Source: an optimization exercise on an open RTL-to-GDS flow (aim: small area). Production flows keep margins and buffers that such runs may drop.
No functional check of the RTL was part of any run shown here.
No activity file was given, so power comes from the tool's default toggle rates.

==> flow/design.v (outline; a module is shown in full before it is edited, if it fits) <==
// module MBF: 1521 lines
// module MBF_fa: 3 lines
// module MBF_ha: 3 lines
// module MBF_hn: 4 lines
// module MBF_maj3: 3 lines
// module MBF_and2: 3 lines
// module MBF_or2: 3 lines
// module MBF_xor2: 3 lines
// module MBF_nand2: 3 lines
// module MBF_nor2: 3 lines
module MBF(CLK, RESET, IN_VALID, IN_DATA, X_DATA, Y_DATA, OUT_VALID);
  // ...
==> flow/flow/run.sh <==
#!/bin/bash
# The standard layout, with the port buffers that global placement inserts made from the
# smallest buffer cell, and clock tree synthesis without dummy loads. The make output goes to
# flow_make.log; ORFS keeps each step's own log under orfs/logs/.
set -euo pipefail
export BUFFER_PORTS_ARGS="-buffer_cell sky130_fd_sc_hd__buf_1"
export CTS_ARGS="-sink_clustering_enable -repair_clock_nets -dont_use_dummy_load -buf_list sky130_fd_sc_hd__clkbuf_8 -sink_clustering_size 20 -sink_clustering_max_diameter 50"
bash standard.sh finish > flow_make.log 2>&1
==> flow/standard.sh <==
#!/bin/bash
# synth_recipe.tcl (not shown) runs the flow's synth.tcl, then flattens the netlist and writes it again
# the make line also repeats each setting of config.mk as NAME=value (left out here)
make -C /OpenROAD-flow-scripts/flow DESIGN_CONFIG=/design/flow/config.mk WORK_HOME=/design/flow/orfs CLKGATE_MAP_FILE= SYNTH_SCRIPT=/design/flow/synth_recipe.tcl "${@:-finish}"
==> flow/config.mk <==
export PLATFORM = sky130hd
export DESIGN_NAME = MBF
export DESIGN_NICKNAME = MBF
export VERILOG_FILES = /design/flow/design.v
export SDC_FILE = /design/flow/constraint.sdc
export NUM_CORES = 4
export LEC_CHECK = 0
export CAP_MARGIN = 20
export CORE_MARGIN = 2
export CORE_UTILIZATION = 50
export CTS_BUF_LIST = sky130_fd_sc_hd__clkbuf_8
export CTS_CLUSTER_DIAMETER = 50
export CTS_CLUSTER_SIZE = 20
export SLEW_MARGIN = 20
export SYNTH_HIERARCHICAL = 1
==> flow/constraint.sdc <==
create_clock -name core_clock -period 7.0 [get_ports {CLK}]
set_input_delay 1.4000 -clock core_clock [delete_from_list [all_inputs] [get_ports {CLK}]]
set_output_delay 1.4000 -clock core_clock [all_outputs]
set_load 0.01 [all_outputs]
==> summary.md, run 1 <==
The run gives 21.1% as the share of total power in the clock network. The tools report the buffer count from post-CTS setup fixing as 1. TritonCTS built the clock tree. The initial utilization of the core area, before any placement, comes to 50.5%. The number of global-route vias before repair was 9473; the worst-case reg-to-reg path depth was 18. The share of post-route cells with drive strength above 1 works out to 10.1%.

The most common cell after layout, fill and taps aside is sky130_fd_sc_hd__fa_1. The flip-flop and latch count is 228. The length of routed met3 wiring was 2380 um; the portion of the layout cell area used by non-clock buffers was 3.44%. After filler insertion, the fill cell instance count of the layout stands at 2567. Of all nets on the critical path, the largest fanout is 2.

Combinational cells account for 42.3% of the total power. The total die area was 0.0321 mm2; the post-layout total power was 3950 uW. In this run, flip-flops and latches consume 36.6% of the power. The flow ran to the end and the layout has no timing, DRC or antenna violations. The residual antenna-violating net count after detailed routing was 0.

The longest clock path from root to sink contains 3 buffers. The tools report the final routed wirelength across all metal layers as 35600 um. The path with the worst hold slack has its endpoint at r2[10]$_DFF_P_. At the pin with the least slew margin, the transition time is 0.889 ns. The latest clock arrival within the worst-skew pair is 0.61 ns, and the detailed placement HPWL is 30600 um. Reg-to-reg setup timing slack: 0.18 ns. The run gives 1629 as the final non-filler cell total.
==> run 2, diff against run 1 <==
--- a/flow/config.mk
+++ b/flow/config.mk
@@ -9,3 +9,3 @@
 export CORE_MARGIN = 2
-export CORE_UTILIZATION = 50
+export CORE_UTILIZATION = 65
 export CTS_BUF_LIST = sky130_fd_sc_hd__clkbuf_8
==> run 2 against run 1 <==
- die area is 23% lower
- final cell count is 5.3% lower
- utilization is 16 points higher
- highest routed layer unchanged
- clock skew is 0.064 ns higher
- largest power group unchanged
- hold slack better by 0.051 ns
- synthesized area stayed put
- clock power is 12% lower
- via count is 0.63% higher
- still clean
- largest cell class unchanged
- synthesized cell count stayed put
- combinational power hardly changed
- register-to-register slack better by 0.03 ns
- fmax is 0.41% higher
==> summary.md, run 2 <==
The signal arrival time at the worst endpoint is 7.19 ns (was 7.23 ns), and the initial core utilization is 65.7% (was 50.5%). The H-tree level count was 1 (unchanged). The slowest library cell on the worst path was sky130_fd_sc_hd__fa_1 (was sky130_fd_sc_hd__fa_2). The number of antenna repair diodes was 0 (unchanged); the worst setup skew after layout was 0.116 ns (was 0.0520 ns). Biggest area contributors in the synthesized netlist: sky130_fd_sc_hd__fa_1, sky130_fd_sc_hd__dfxtp_1, sky130_fd_sc_hd__inv_1 (unchanged). The count of cell types in the netlist was 16 (unchanged); the area of the mapped netlist was 0.0153 mm2 (unchanged).

The final non-filler cell total is 1542 (was 1629), and the total of buffers placed on input and output ports is 40 (unchanged). Worst slack at placement: 0.0434 ns (was -0.0671 ns). The run gives 0 (unchanged) as the number of hold violations in the final report.

Cell type group with the largest total delay on the critical path: adder cells (unchanged). Pin count of the biggest net entering global routing: 92 (was 66). Die span in y: 158 um (was 179 um). The cell area reported after detailed placement came out at 0.0160 mm2 (was 0.0162 mm2). The standard cell core area was 0.0233 mm2 (was 0.0303 mm2); the average wire per cell in the routed design was 22.7 um (was 21.8 um).

The startpoint-to-endpoint class of the critical path was flip-flop to flip-flop (unchanged). Worst path cell trace: inv_1 -> fa_2 -> fa_2 -> fa_1 -> fa_2 -> fa_1 -> fa_2 -> inv_1 -> fa_2 -> fa_2 -> fa_2 -> fa_2 -> fa_2 -> fa_1 -> ha_1 -> fa_1 -> fa_1 -> nand2_1 (was inv_1 -> fa_1 -> fa_2 -> fa_1 -> fa_2 -> fa_1 -> fa_2 -> inv_1 -> fa_2 -> fa_2 -> fa_2 -> fa_2 -> fa_1 -> fa_1 -> ha_1 -> fa_2 -> fa_1 -> nand2_1). The count of flip-flops with a built-in enable after synthesis is 0 (unchanged), and the number of iterations in the first detailed-routing pass is 4 (was 5). The run gives 147 MHz (about the same) as the maximum achievable frequency. The latest clock arrival within the worst-skew pair was 0.62 ns (was 0.61 ns); the actual transition at the worst max-transition pin was 1.01 ns (was 0.889 ns). Endpoint type of the worst setup path: a flip-flop (unchanged). Clock root buffer master: sky130_fd_sc_hd__clkbuf_8 (unchanged). The startpoint kind of the worst setup timing path is a flip-flop (unchanged). The detailed placement HPWL came out at 30600 um (about the same).

The fraction of synthesis flops using an asynchronous set or reset pin works out to 0% (unchanged). The first-pass GRT wire length was 54600 um (was 56600 um); the minimum period implied by the final worst setup slack was 6.79 ns (was 6.82 ns). Primary flip-flop cell chosen by synthesis mapping: sky130_fd_sc_hd__dfxtp_1 (unchanged). The flow ran to the end and the layout has no timing, DRC or antenna violations.

The logs give 9325 (was 9473) for the number of global-route vias before repair and 56 (was 64) for the row count. The maximum resistive drop on vdd came out at 215 uV (was 121 uV). Critical path data required time: 7.40 ns (was 7.41 ns). Area of all placed cells without fillers: 0.0165 mm2 (was 0.0167 mm2).

The run gives 3 (unchanged) as the buffer depth of the longest clock path. The horizontal die dimension was 158 um (was 179 um). The post-placement cell count came out at 1513 (was 1597).

Number of buffer and inverter instances along the worst setup path: 2 (unchanged). The final setup slack of the worst path is 0.210 ns (was 0.182 ns). For the total negative slack for setup checks, the log shows 0 ns (unchanged).

TritonCTS built the clock tree. The via total after detailed routing was 8008 (was 7958). Final max-slew violation count: 0 (unchanged). The growth of design area from synthesis to finish works out to 7.56% (was 8.80%).

Most used cells in the layout excluding fill and tap cells: sky130_fd_sc_hd__fa_1, sky130_fd_sc_hd__dfxtp_1, sky130_fd_sc_hd__inv_1 (unchanged). The logs give 0.00457 mm2 (about the same) for the area used by sequential logic in the layout and 24 (was 30) for the clock buffer count from CTS. The clock-pin transition on the worst setup and hold timing paths works out to 0.11 ns (was 0.10 ns). Most area-hungry cell type in the Yosys netlist: sky130_fd_sc_hd__fa_1 (unchanged). The vias per cell came out at 5.19 (was 4.89). For the total of max-cap violations, the log shows 0 (unchanged). For the residual antenna-violating net count after detailed routing, the log shows 0 (unchanged). Most frequent cells after synthesis: sky130_fd_sc_hd__fa_1, sky130_fd_sc_hd__dfxtp_1, sky130_fd_sc_hd__inv_1 (unchanged). The logs give 0 (unchanged) for the number of antenna violations at the first check in global routing and 35000 um (was 35600 um) for the final routed wirelength across all metal layers. The fraction of synthesized cell area taken by the top area cell type was 56.0% (unchanged); the number of endpoints failing setup at the final stage was 0 (unchanged). The number of instances in the synthesized netlist is 1132 (unchanged). Path type of the worst min-delay path: flip-flop to flip-flop (unchanged). The most numerous cell on the critical path is sky130_fd_sc_hd__fa_2 (unchanged).

The tightest slew margin relative to the limit is 32.9% (was 40.7%). The mean instance size in the synthesized netlist is 13.5 um2 (unchanged). The fraction of the yosys area taken by sequential cells is 29.8% (unchanged), and the cts-stage hold buffer count is 0 (unchanged). The top-level port count is 43 (unchanged).

The most instantiated library cell after synthesis was sky130_fd_sc_hd__fa_1 (unchanged). The share of post-route cells with drive strength above 1 came out at 9.98% (was 10.1%). The logs give 1739 (was 2567) for the number of fill cells in the layout and 228 (unchanged) for the number of clock sinks seen by CTS. The logs give 0 (unchanged) for the number of remaining DRC errors and 0.0248 mm2 (was 0.0321 mm2) for the total die area. The critical path's largest stage delay works out to 0.54 ns (was 0.60 ns). Setup repair after global routing left no endpoint under its margin. The tools report the weighted congestion reported at the end of routability-driven placement as 0.917 (was 0.930). The leakage power is 0.00717 uW (was 0.00723 uW), and the post-layout total power is 3840 uW (was 3950 uW).

The total congestion overflow is 0 (unchanged). For the global router's overall resource usage, the log shows 31.4% (was 24.8%). For the final net count, the log shows 1684 (was 1694).

The starting DRC count in detailed routing is 535 (was 452). The tools report the Yosys warning count as 7 (unchanged). Most common cell after layout, fill and taps aside: sky130_fd_sc_hd__fa_1 (unchanged). Area of the multi-input gates: 0.0100 mm2 (about the same). Power density normalized to cell area: 233 mW/mm2 (was 237 mW/mm2).

The period utilization was 97.0% (was 97.4%); the peak fanout along the critical path was 2 (unchanged). The number of synthesized register bits came out at 228 (unchanged).
==> run 2: cell counts after synthesis <==
Identical to the previous run, type by type.
==> run 2: routing by layer <==
metal,vias to the layer above,track usage [%],routed length (um)
li1,3433,-,-
met1,4225,47.9,15800
met2,289,46.7,15600
met3,61,7.85,2760
met4,0,7.36,875
met5,-,0,0
==> run 2: layout make-up <==
| type | instances | share of cell area (%) |
|---|---|---|
| clock buffer | 24 | 2.00 |
| multi-input combinational | 716 | 60.8 |
| tap | 319 | 2.42 |
| inverter | 163 | 3.72 |
| sequential | 228 | 27.7 |
| timing repair buffer | 92 | 3.30 |
==> run 2: power breakdown <==
part	switching [uW]	internal, uW	total (uW)
clock	427	303	729
sequential	43.4	1400	1440
combinational	908	762	1670
==> run 2: kinds of logic (layout without fill, tap and decap cells) <==
kind of cell	count (synthesis)	in the layout	synth area share, %
other	1	2	0.0245
adders and majority gates	453	453	57.9
buffers and inverters	189	279	5.27
DFF	228	228	29.8
and+or+nand+nor	251	251	6.44
xor gates and xnor gates	10	10	0.571
==> run 2: per-module statistics from Yosys (local to each module, per instance) <==
| module | area (um2) | copies in the design | cells |
|---|---|---|---|
| MBF_and2 | 6.26 | 2 | 1 |
| MBF_nand2 | 3.75 | 134 | 1 |
| MBF_or2 | 6.26 | 3 | 1 |
| MBF_fa | 20.0 | 429 | 1 |
| MBF_ha | 12.5 | 14 | 1 |
| MBF | 5430 | 1 | 423 |
| MBF_xor2 | 8.76 | 10 | 1 |
| MBF_maj3 | 11.3 | 10 | 1 |
| MBF_nor2 | 3.75 | 107 | 1 |
==> run 2: final timing paths <==
check,from,to,slack (ns),cells past startpoint
hold reg to reg,r9[10]$_DFF_P_,r10[10]$_DFF_P_,0.37,1
setup reg to reg,r9[8]$_DFF_P_,q790$_DFF_P_,0.21,18
hold / removal,r9[10]$_DFF_P_,r10[10]$_DFF_P_,0.37,1
setup / recovery,r9[8]$_DFF_P_,q790$_DFF_P_,0.21,18
==> run 2: what timing repair did <==
action / 4_1_cts / 5_1_grt
setup buffers: 0 / 5
gates resized for setup: 5 / 28
pin swaps: 2 / 11
setup endpoints to repair: 2 / 3
==> run 2: stage by stage <==
stage	hold slack, ns	utilization (%)
final	0.366	70.7
after global placement	0.354	68.8
after global routing	0.388	70.7
after detailed placement	0.356	68.8
after CTS	0.374	70.2
after floorplan	0.352	-

==> separate check: timing with driven ports <==
The results above use ideal ports. As a check the final layouts listed here were re-extracted and re-timed, cells and wires unchanged. Step 1, drivers: a clkbuf_16 drives CLK and a buf_2 each remaining input, both assumed. Step 2 times the ports against the registers' clock, not the clock port: input delays grow and output delays shrink by t, the midpoint of the rising clock arrivals with the driver on. a / b / c = ideal ports / drivers / drivers and shift; a / b = the first two.
| run | t (ns) | setup WS [ns] | hold slack, ns | worst data-port slew with drivers (ns) |
|---|---|---|---|---|
| run 1 | 0.631 | 0.182 / 0.182 / 0.182 | 0.315 / 0.315 / 0.315 | 0.03 |
| run 2 | 0.604 | 0.210 / 0.210 / 0.210 | 0.366 / 0.366 / 0.366 | 0.03 |
After both steps setup and hold are still met in every run listed.
